This design comes from an exercise in tuning for small area and a short achievable clock period on the open sky130 flow, not from production work. Function was checked by simulation only, so behaviour that the tests miss may differ from the original.

## flow/design.v (module list and top-level ports; edited modules follow where they fit)
// module top_module: 1403 lines
// module pid_fa: 4 lines
// module pid_ha: 4 lines
// module pid_hao: 4 lines
module top_module(
    input [11:0] angleIn,
    input [11:0] setPoint,
    input [7:0] kp,
    input [7:0] ki,
    input [7:0] kd,
    input clk,
    input rst,
    output signed [8:0] dutyCycleOut
    );
  // ...
==> flow/flow/run.sh <==
#!/bin/bash
# The standard layout (standard.sh, unchanged synthesis), with:
#  - timing repair aimed past the clock period: SETUP_SLACK_MARGIN from
#    flow/margin.txt, repair limited to sizing moves (the SDC is unchanged);
#  - plain buffers (buf_1, resized as needed) on the ports instead of delay cells;
#  - sizing not restricted to the same cell footprint.
set -euo pipefail
MARGIN=$(cat flow/margin.txt)
bash standard.sh SETUP_SLACK_MARGIN=$MARGIN \
  BUFFER_PORTS_ARGS="-buffer_cell sky130_fd_sc_hd__buf_1" MATCH_CELL_FOOTPRINT=0 \
  SETUP_MOVE_SEQUENCE=unbuffer,sizeup,swap finish > standard_make.log 2>&1
==> flow/flow/margin.txt <==
11.4
==> flow/standard.sh <==
#!/bin/bash
# synth_recipe.tcl (not shown) runs the flow's synth.tcl, then flattens the netlist and writes it again
# the make line also repeats each setting of config.mk as NAME=value (left out here)
make -C /OpenROAD-flow-scripts/flow DESIGN_CONFIG=/design/flow/config.mk WORK_HOME=/design/flow/orfs CLKGATE_MAP_FILE= SYNTH_SCRIPT=/design/flow/synth_recipe.tcl "${@:-finish}"
==> flow/config.mk <==
export PLATFORM = sky130hd
export DESIGN_NAME = top_module
export DESIGN_NICKNAME = top_module
export VERILOG_FILES = /design/flow/design.v
export SDC_FILE = /design/flow/constraint.sdc
export NUM_CORES = 4
export LEC_CHECK = 0
export CAP_MARGIN = 20
export CORE_MARGIN = 2
export CORE_UTILIZATION = 55
export CTS_BUF_LIST = sky130_fd_sc_hd__clkbuf_8
export SLEW_MARGIN = 20
export SYNTH_HIERARCHICAL = 1
==> flow/constraint.sdc <==
create_clock -name core_clock -period 16.0 [get_ports {clk}]
set_input_delay 3.2000 -clock core_clock [delete_from_list [all_inputs] [get_ports {clk}]]
set_output_delay 3.2000 -clock core_clock [all_outputs]
set_load 0.01 [all_outputs]
==> results.txt, run 1 <==
inverters 96; largest family of logic cells by synthesized area adder cells; outcome no timing/DRC/antenna violations; Setup crit end kind primary output; cell total after placement 1499; Hold Path Origin e_r[12]; initial antenna violation count 0; dpl ws 10.75 ns; HPWL Detailed 24100 microns; DRT antenna net count 0; Hold WC Path Type flop to flop; Post-Syn Nets 1659; Mean Syn Cell Area 10.1 sq um; setup slack, reg-to-reg 11.35 ns; DR WL/cell 20.2 microns; synth cell count leaders nand2_1, fa_1, inv_1; die area 0.0237 sq mm; Post-Syn Area 0.0124 sq mm; number of fillers in the final layout 1881; fraction of layout cells with a size suffix above 1 0.109; hold path cells 1; crit-path max cell delay 0.57 ns; DR top layer met4; final cell count without fillers 1515; busiest layer in global routing met2; CP Buf/Inv Count 1; fraction of area in multi-input gates 0.775; fin nets 1662; core area 0.0220 sq mm; Critical Path Fanout Max 11; synth warn 7; H-tree depth 3; Signal buf overhead 0.0213; reg2reg start e_r[5]; final period utilization 0.291
==> run 2: changes to the inputs <==
--- a/flow/config.mk
+++ b/flow/config.mk
@@ -7,7 +7,7 @@
 export LEC_CHECK = 0
 export CAP_MARGIN = 20
 export CORE_MARGIN = 2
-export CORE_UTILIZATION = 55
+export CORE_UTILIZATION = 65
 export CTS_BUF_LIST = sky130_fd_sc_hd__clkbuf_8
 export SLEW_MARGIN = 20
 export SYNTH_HIERARCHICAL = 1
==> results.txt, run 2 <==
EDFF count, synth 0; RSZ-0062 raised after global routing yes; Top Registers in_r x21, e_r x13, pen_r x13; Yosys top cell area share 0.491; Post-Route M1 WL 12100 microns; synth warn 7 (unchanged); Post-CTS Setup Inserts 0; Final Max Slew Viols 0; DR top layer met4; CP dominant cell by count fa_1; Sink Count 84; register area share after synthesis 0.136; Critical Path Fanout Max 18 (+7); Hold WC Path Type flop to flop; # IOs 59; hold_buf cts 0; synth unique cells 52; fin nets 1662 (unchanged); Post-Syn Nets 1659 (unchanged); grt ovf 0; Worst Tran Pin Value 0.764 ns; # DRC 0; core area 0.0187 sq mm (-15%); DR WL met2 14100 microns; Hold WS 0.514 ns; root buffer cell clkbuf_8; CP max-delay cell fa_1; Mean Syn Cell Area 10.1 sq um (unchanged); routed wire length 29400 microns; initial antenna violation count 0 (unchanged); router iterations before antenna repair 5; synth cell count leaders nand2_1, fa_1, inv_1; crit-path cells nand2_1 -> fa_1 -> fa_1 -> fa_1 -> fa_1 -> fa_1 -> fa_1 -> ha_4 -> o21ai_2 -> a31oi_1 -> o211ai_1 -> nand2b_1 -> a21oi_1; top-count cell post-synth nand2_1; Horiz. Die Dim 142 microns; MaxCap Viol Count 0; number of fillers in the final layout 1404 (-25%); DRT antenna net count 0 (unchanged); worst skew pair latency 0.40 ns; Yosys top cell by area fa_1; # setup viols final 0; clock tree from TritonCTS yes; Hold Fails Final Rpt 0; final period utilization 0.289 (-0.00244); CTS clk-pin slew, worst paths 0.10 ns; Peak Freq 216 MHz; Hold Path Origin e_r[12]; die area 0.0202 sq mm (-15%); DR WL met3 2440 microns; Seq cells post-synth 84; total track usage 0.314; die outline height 142 microns; ys flop type dfxtp_1; outcome no timing/DRC/antenna violations; DR WL/cell 20.0 microns (-1.0%); H-tree depth 3 (unchanged); most common cell after layout, fill and taps aside nand2_1; Ant. Diodes 0; post-synthesis cell count 1227; largest net degree at the start of global routing 25; most frequent cells in the layout nand2_1, fa_1, inv_1, ha_1, buf_1; Worst setup SP type flop; critical path type flop to flop; vias per cell 5.84; Setup Skew 0.0176 ns; first-pass GRT wire length 47900 microns; synthesis-to-layout area growth 7.69%; top cells by area, synth fa_1, dfxtp_1, nand2_1, ha_1, inv_1; Largest register FFs 21; CTS max path bufs 2; via count 8573; reg2reg start e_r[7]; Port Buf Inserts 58; Setup crit end kind flop; DRT iter0 DRCs 466; Crit path arrival time 4.91 ns; crit-path max cell delay 0.56 ns (about the same); Worst setup startpoint e_r[7]; slew margin rel. 0.488; fin crit period 4.62 ns; Async S/R FF share, synth 0; Biggest register in_r; CTS Buf Count 9; number of core rows 50; vias in the first global route 9118; Initial Util 0.662; Post-Syn Area 0.0124 sq mm (unchanged); Placer Congestion 0.905; setup TNS 0 ns; fraction of layout cells with a size suffix above 1 0.137 (+0.0275); HPWL Detailed 23100 microns (-4.0%); Crit path required time 16.29 ns
## run 2: logic make-up after synthesis
kind of cell    after synthesis  share of synthesized area
simple gates                452                      0.163
xor+xnor                     40                     0.0283
compound gates              102                     0.0520
fa+ha+maj                   382                      0.570
mux                           1                   0.000808
buf+inv                     166                     0.0506
flops                        84                      0.136
## run 2: routing by layer
| layer | GRT usage | up-vias |
|---|---|---|
| met1 | 0.430 | 4341 |
| met5 | 0 | - |
| li1 | - | 3828 |
| met2 | 0.510 | 362 |
| met3 | 0.0707 | 42 |
| met4 | 0.0932 | 0 |
## run 2: per-stage QoR
stage | std cells | instance area (sq um) | utilization | setup slack (ns)
5_1_grt | 1469 | 13300 | 0.713 | 11.26
2_1_floorplan | 1227 | 12500 | - | 11.26
3_5_place_dp | 1453 | 12700 | 0.680 | 10.79
4_1_cts | 1469 | 13100 | 0.702 | 11.28
3_3_place_gp | 1453 | 12700 | 0.680 | 10.87
6_report | 1469 | 13300 | 0.713 | 11.38
## run 2: final timing paths
path / to / slack [ns] / depth (start not counted)
hold / removal: pen_r[12] / 0.51 / 1
setup / recovery: pos_r / 11.38 / 13
setup reg to reg: pos_r / 11.38 / 13
hold reg to reg: pen_r[12] / 0.51 / 1
## run 2: what timing repair did
action | CTS | global route
gates resized for setup | 87 | 82
endpoints found under the hold margin | 0 | 0
setup endpoints to repair | 23 | 22
pin swaps | 6 | 15
## run 2: critical path, delay by kind of cell (launching register included)
family,cells,cell delay (ns)
AOI/OAI and AO/OA,4,0.51
adders and majority gates,7,3.22
DFF,1,0.54
and+or+nand+nor,2,0.23
## run 2: layout make-up
type / count / area (sq um) / area share
clock inverter: 6 / 53.8 / 0.00403
tap: 234 / 293 / 0.0219
timing repair buffer: 62 / 287 / 0.0215
multi-input combinational: 977 / 10400 / 0.778
inverter: 96 / 368 / 0.0276
sequential: 84 / 1820 / 0.136
clock buffer: 10 / 138 / 0.0103
## run 2: modules after synthesis, one instance, submodules excluded
module | flops+latches | cells inside | copies in the design | cell area [sq um]
pid_fa | 0 | 1 | 283 | 20.0
top_module | 84 | 942 | 1 | 6700
pid_ha | 0 | 1 | 2 | 12.5
==> run 3: changes to the inputs <==
--- a/flow/flow/run.sh
+++ b/flow/flow/run.sh
@@ -8,4 +8,4 @@
 MARGIN=$(cat flow/margin.txt)
 bash standard.sh SETUP_SLACK_MARGIN=$MARGIN \
   BUFFER_PORTS_ARGS="-buffer_cell sky130_fd_sc_hd__buf_1" MATCH_CELL_FOOTPRINT=0 \
-  SETUP_MOVE_SEQUENCE=unbuffer,sizeup,swap finish > standard_make.log 2>&1
+  SETUP_MOVE_SEQUENCE=unbuffer,sizeup,swap,clone finish > standard_make.log 2>&1
--- a/flow/config.mk
+++ b/flow/config.mk
@@ -7,7 +7,7 @@
 export LEC_CHECK = 0
 export CAP_MARGIN = 20
 export CORE_MARGIN = 2
-export CORE_UTILIZATION = 65
+export CORE_UTILIZATION = 60
 export CTS_BUF_LIST = sky130_fd_sc_hd__clkbuf_8
 export SLEW_MARGIN = 20
 export SYNTH_HIERARCHICAL = 1
==> results.txt, run 3 <==
Worst setup startpoint inr_r; number of fillers in the final layout 1675 (+19%); Biggest register in_r; Hold WS 0.527 ns (+0.0126 ns); CP max-delay cell dfxtp_1; top-count cell post-synth nand2_1; Post-Syn Nets 1659 (unchanged); setup TNS 0 ns (unchanged); vias per cell 5.74 (-1.6%); Port Buf Inserts 58 (unchanged); Largest register FFs 21 (unchanged); multi-input combinational cell area 0.0103 sq mm (-0.66%); die area 0.0218 sq mm (+8.1%); DRT iter0 DRCs 448 (-3.9%); Worst Tran Pin Value 0.769 ns (+0.00520 ns); routed wire length 30600 microns (+4.3%); placed cell areas 0.0128 sq mm (+0.29%); setup slack, reg-to-reg 11.36 ns (-0.02 ns); Setup crit end kind primary output; Mean Syn Cell Area 10.1 sq um (unchanged); Top Registers in_r x21, e_r x13, pen_r x13; cell depth of the worst flop-to-flop path 12 (-1); root buffer cell clkbuf_8; RSZ-0062 raised after global routing yes; crit-path cells nand2b_1 -> nand2_1 -> buf_1; total track usage 0.303 (-0.0109); met3 GRT Util 0.0599 (-0.0108); Post-CTS Setup Inserts 0 (unchanged); final period utilization 0.292 (+0.00369); number of core rows 52 (+4.0%); Design Area, Final 0.0133 sq mm (-0.52%); synth unique cells 52 (unchanged); Final Max Slew Viols 0 (unchanged); Yosys top cell by area fa_1; hold_buf cts 0 (unchanged); fraction of layout cells with a size suffix above 1 0.111 (-0.0258); Crit path required time 12.80 ns (-3.49 ns); initial antenna violation count 0 (unchanged); synthesis-to-layout area growth 7.14%; core area 0.0202 sq mm (+8.2%); CTS max path bufs 2 (unchanged); hold path cells 1 (unchanged); DRT antenna net count 0 (unchanged); Critical Path Fanout Max 11 (-7); Hold WC Path Type flop to flop; # setup viols final 0 (unchanged); die outline height 148 microns (+4.0%); outcome no timing/DRC/antenna violations; most common cell after layout, fill and taps aside nand2_1; Hold Fails Final Rpt 0 (unchanged); vias in the first global route 9453 (+3.7%); ys flop type dfxtp_1; Setup Skew 0.0154 ns (-0.00221 ns); synth warn 7 (unchanged); grt ovf 0 (unchanged); Horiz. Die Dim 148 microns (+4.0%); busiest layer in global routing met2; # DRC 0 (unchanged); Worst setup SP type flop; Crit path arrival time 1.48 ns (-3.43 ns); Ant. Diodes 0 (unchanged); MaxCap Viol Count 0 (unchanged); router iterations before antenna repair 6 (+1); largest net degree at the start of global routing 25 (unchanged); critical path type flop to primary output; met1 GRT Util 0.423 (-0.00675); Post-Syn Area 0.0124 sq mm (unchanged); Yosys top cell area share 0.491 (unchanged); H-tree depth 3 (unchanged); # IOs 59 (unchanged); reg2reg end inr_r; final core utilization 0.656 (-0.0573); via count 8639 (+0.77%); fin nets 1661 (-0.060%); most frequent cells in the layout nand2_1, fa_1, inv_1, ha_1, buf_1; Peak Freq 214 MHz (-1.3%); Initial Util 0.612 (-0.0501); Sink Count 84 (unchanged); fin crit period 4.68 ns (+0.0591 ns); DR WL/cell 20.4 microns (+1.8%); Seq cells post-synth 84 (unchanged); worst skew pair latency 0.39 ns (about the same); Placer Congestion 0.938 (+3.6%); Async S/R FF share, synth 0 (unchanged); slew margin rel. 0.484 (-0.00349); register area share after synthesis 0.136 (unchanged); CTS clk-pin slew, worst paths 0.11 ns (about the same); Reg area 0.00182 sq mm (unchanged); CTS Buf Count 9 (unchanged); crit-path max cell delay 0.56 ns (about the same); met2 Resource Use GR 0.497 (-0.0123); HPWL Detailed 24000 microns (+3.8%); post-synthesis cell count 1227 (unchanged); top cells by area, synth fa_1, dfxtp_1, nand2_1, ha_1, inv_1; first-pass GRT wire length 50300 microns (+5.1%); crit path capture dutyCycleOut[7]; EDFF count, synth 0 (unchanged); clock tree from TritonCTS yes; synth cell count leaders nand2_1, fa_1, inv_1; reg2reg start e_r[10]
run 3: kinds of logic (layout without fill, tap and decap cells):
logic type	after synthesis	count (layout)	share of synthesized area
buffers and inverters	166	173	0.0506
XOR/XNOR	40	40	0.0283
AO/OA/AOI/OAI	102	102	0.0520
multiplexers	1	1	0.000808
adder cells (fa/ha/maj)	382	382	0.570
flip-flops	84	84	0.136
AND/OR/NAND/NOR	452	452	0.163
run 3: how the worst min path moves through the flow:
stage	from	slack [ns]	to
floorplan	e_r[12]	0.42	pen_r[12]
global placement	rst_r	0.69	in_r[1]
global route	e_r[12]	0.56	pen_r[12]
finish	e_r[12]	0.53	pen_r[12]
detailed placement	rst_r	0.70	in_r[1]
CTS	e_r[12]	0.54	pen_r[12]
run 3: area by class of cell:
type,count,share of cell area
multi-input cells,977,0.777
clock buffers,9,0.00933
flip-flops and latches,84,0.137
inverters,96,0.0277
repair buffers,61,0.0187
well taps,270,0.0254
clock inverters,7,0.00462
run 3: stage by stage:
step,setup slack [ns],instances
3_5_place_dp,10.75,1488
3_3_place_gp,10.81,1488
4_1_cts,11.27,1504
5_1_grt,11.13,1504
6_report,11.32,1504
2_1_floorplan,11.26,1227
run 3: timing repair:
item	4_1_cts	5_1_grt
cloned	0	0
pin swaps	8	9
gates resized for setup	110	22
setup endpoints to repair	23	24
run 3: Yosys stat by module (local to each module, per instance):
module      cell area, sq um  times used
pid_fa                  20.0         283
top_module              6700           1
pid_ha                  12.5           2
run 3: layer usage:
metal	wire, microns	part of all wire
met1	13100	0.43
met2	14800	0.48
met3	2350	0.077
met4	393	0.013
met5	0	0
run 3: worst max-delay path: cells and delay by family (launching register included):
family,cells,cell delay [ns]
and+or+nand+nor,2,0.39
buffers and inverters,1,0.14
DFF,1,0.56
==> run 4: changes to the inputs <==
==> flow/flow/margin.txt (replaced) <==
11.6
==> results.txt, run 4 <==
Yosys top cell area share 0.491 (unchanged); via count 8491 (-1.7%); worst skew pair latency 0.39 ns (about the same); crit-path max cell delay 0.57 ns (about the same); Largest register FFs 21 (unchanged); RSZ-0062 raised after global routing yes; Biggest register in_r; CP max-delay cell fa_1; total track usage 0.299 (-0.00455); vias per cell 5.65 (-1.7%); fin nets 1661 (unchanged); # IOs 59 (unchanged); register area share after synthesis 0.136 (unchanged); # DRC 0 (unchanged); Top Registers in_r x21, e_r x13, pen_r x13; hold worst-path end pen_r[12]; # setup viols final 0 (unchanged); Setup Skew 0.0166 ns (+0.00115 ns); die outline height 148 microns (unchanged); synthesis-to-layout area growth 8.14%; Ant. Diodes 0 (unchanged); outcome no timing/DRC/antenna violations; Horiz. Die Dim 148 microns (unchanged); Port Buf Inserts 58 (unchanged); router iterations before antenna repair 5 (-1); DR WL met3 2160 microns (-8.0%); Post-Route M1 WL 13100 microns (+0.24%); CTS clk-pin slew, worst paths 0.10 ns (about the same); CP dominant cell by count fa_1; CTS max path bufs 2 (unchanged); die area 0.0218 sq mm (unchanged); synth warn 7 (unchanged); Placer Congestion 0.912 (-2.8%); Crit path required time 16.33 ns (+3.53 ns); Critical Path Fanout Max 18 (+7); cell depth of the worst flop-to-flop path 14 (+2); crit-path cells nand2_2 -> fa_1 -> fa_1 -> fa_1 -> fa_2 -> fa_1 -> ha_4 -> o211ai_1 -> nand2_2 -> fa_2 -> xnor2_2 -> nor4_2 -> nand4_1 -> o21ai_0; most frequent cells in the layout nand2_1, fa_1, inv_1, ha_1, buf_1; Crit path arrival time 5.04 ns (+3.56 ns); number of core rows 52 (unchanged); ys flop type dfxtp_1; hold path cells 1 (unchanged); Sink Count 84 (unchanged); initial antenna violation count 0 (unchanged); Peak Freq 212 MHz (-0.63%); fraction of layout cells with a size suffix above 1 0.120 (+0.00891); clock tree from TritonCTS yes; Worst setup SP type flop; DR WL/cell 20.1 microns (-1.3%); Final Max Slew Viols 0 (unchanged); dpl ws 10.78 ns (+0.0334 ns); DRT antenna net count 0 (unchanged); Post-CTS Setup Inserts 0 (unchanged); reg2reg end inr_r; Hold WC Path Type flop to flop; vias in the first global route 9369 (-0.89%); CTS Buf Count 9 (unchanged); root buffer cell clkbuf_8; DR top layer met4; setup TNS 0 ns (unchanged); routed wire length 30200 microns (-1.3%); Hold Fails Final Rpt 0 (unchanged); Async S/R FF share, synth 0 (unchanged); setup slack, reg-to-reg 11.29 ns (-0.07 ns); top cells by area, synth fa_1, dfxtp_1, nand2_1, ha_1, inv_1; H-tree depth 3 (unchanged); HPWL Detailed 23800 microns (-1.0%); first-pass GRT wire length 49700 microns (-1.3%); synth cell count leaders nand2_1, fa_1, inv_1; Setup crit end kind flop; core area 0.0202 sq mm (unchanged); fin crit period 4.71 ns (+0.0295 ns); EDFF count, synth 0 (unchanged); reg2reg start e_r[6]; slew margin rel. 0.492 (+0.00772); final cell count without fillers 1504 (unchanged); final setup margin 11.29 ns (-0.0295 ns); Post-Syn Nets 1659 (unchanged); Worst Tran Pin Value 0.760 ns (-0.00852 ns); top-count cell post-synth nand2_1; post-synthesis cell count 1227 (unchanged); Initial Util 0.612 (unchanged); cell total after placement 1488 (unchanged); largest net degree at the start of global routing 25 (unchanged); grt ovf 0 (unchanged); Yosys top cell by area fa_1; Seq cells post-synth 84 (unchanged); critical path type flop to flop; DRT iter0 DRCs 531 (+19%); synth unique cells 52 (unchanged); Hold WS 0.544 ns (+0.0171 ns); MaxCap Viol Count 0 (unchanged); Hold Path Origin e_r[12]; Mean Syn Cell Area 10.1 sq um (unchanged); Post-Syn Area 0.0124 sq mm (unchanged); final period utilization 0.294 (+0.00184); most common cell after layout, fill and taps aside nand2_1; DR WL met2 14300 microns (-3.5%)
## run 4: cell families (layout without fill, tap and decap cells)
group,Yosys count,in the layout,synth area share
xor+xnor,40,40,0.0283
buf+inv,166,173,0.0506
flops,84,84,0.136
simple gates,452,452,0.163
mux,1,1,0.000808
compound gates,102,102,0.0520
fa+ha+maj,382,382,0.570
## run 4: per-layer routing
metal	up-vias	GRT usage
met5	-	0
li1	3810	-
met3	34	0.0673
met1	4345	0.413
met4	0	0.0832
met2	302	0.481
## run 4: modules after synthesis (local to each module, per instance)
| module | flip-flops and latches | cell area, sq um | copies in the design | cells inside |
|---|---|---|---|---|
| top_module | 84 | 6700 | 1 | 942 |
| pid_fa | 0 | 20.0 | 283 | 1 |
| pid_ha | 0 | 12.5 | 2 | 1 |
## run 4: stage by stage
stage | cell area, sq um | util
2_1_floorplan | 12600 | -
3_3_place_gp | 12800 | 0.631
3_5_place_dp | 12800 | 0.631
4_1_cts | 13200 | 0.652
5_1_grt | 13400 | 0.662
6_report | 13400 | 0.662
## run 4: worst max-delay path: cells and delay by family (launching register included)
kind	cells	cell delay, ns
adder cells (fa/ha/maj)	7	3.17
flip-flops	1	0.51
AND/OR/NAND/NOR	4	0.51
AO/OA/AOI/OAI	2	0.26
XOR/XNOR	1	0.17
## run 4: cell type report
cell class | count | area (sq um)
multi-input combinational | 977 | 10400
fill | 1664 | 6830
sequential | 84 | 1810
inverter | 96 | 368
tap | 270 | 338
timing repair buffer | 61 | 279
clock buffer | 9 | 124
clock inverter | 7 | 115
## run 4: how the worst max path moves through the flow
stage                           start     end  slack (ns)
after floorplan           setPoint[0]  e_r[9]       11.26
after global placement         e_r[2]   inr_r       10.84
after detailed placement       e_r[2]   inr_r       10.78
after CTS                    pen_r[6]   inr_r       11.21
after global routing          kd_r[4]   inr_r       11.09
final                          e_r[6]   inr_r       11.29
## run 4: timing repair
action	4_1_cts	5_1_grt
hold buffers	0	0
setup endpoints to repair	35	30
cloned	0	0
gates resized for setup	81	59
pin swaps	1	18
hold endpoints to repair	0	0

-- re-timing with driven ports --
How much do the figures lean on ideal ports? The routed layouts below were timed once more, with nothing changed but the port constraints. Step 1 sets driving cells, clkbuf_16 on the clock port and buf_2 on the other inputs (assumed; they add their load-dependent delay and slew). Step 2 moves the port delays by t, midway between the first and last clock arrival at a register: inputs arrive t later, outputs are due t later. That takes back most of the time a late clock gives input paths. Slacks: ideal ports / drivers / drivers and shift; pairs: ideal ports / drivers.
run | t (ns) | slack for setup (ns) | worst hold slack (ns) | worst slew at a driven data input, ns
run 1 | 0.426 | 11.341 / 11.299 / 11.017 | 0.521 / 0.521 / 0.521 | 0.05
run 2 | 0.434 | 11.380 / 11.380 / 11.007 | 0.514 / 0.514 / 0.514 | 0.05
run 3 | 0.429 | 11.321 / 11.275 / 11.032 | 0.527 / 0.527 / 0.527 | 0.04
run 4 | 0.427 | 11.291 / 11.291 / 11.057 | 0.544 / 0.544 / 0.544 | 0.05
After both steps setup and hold are still met in every run listed. For run 2, which loses most, drivers alone change the setup slack by 0.000 ns; drivers and shift together by -0.373 ns.
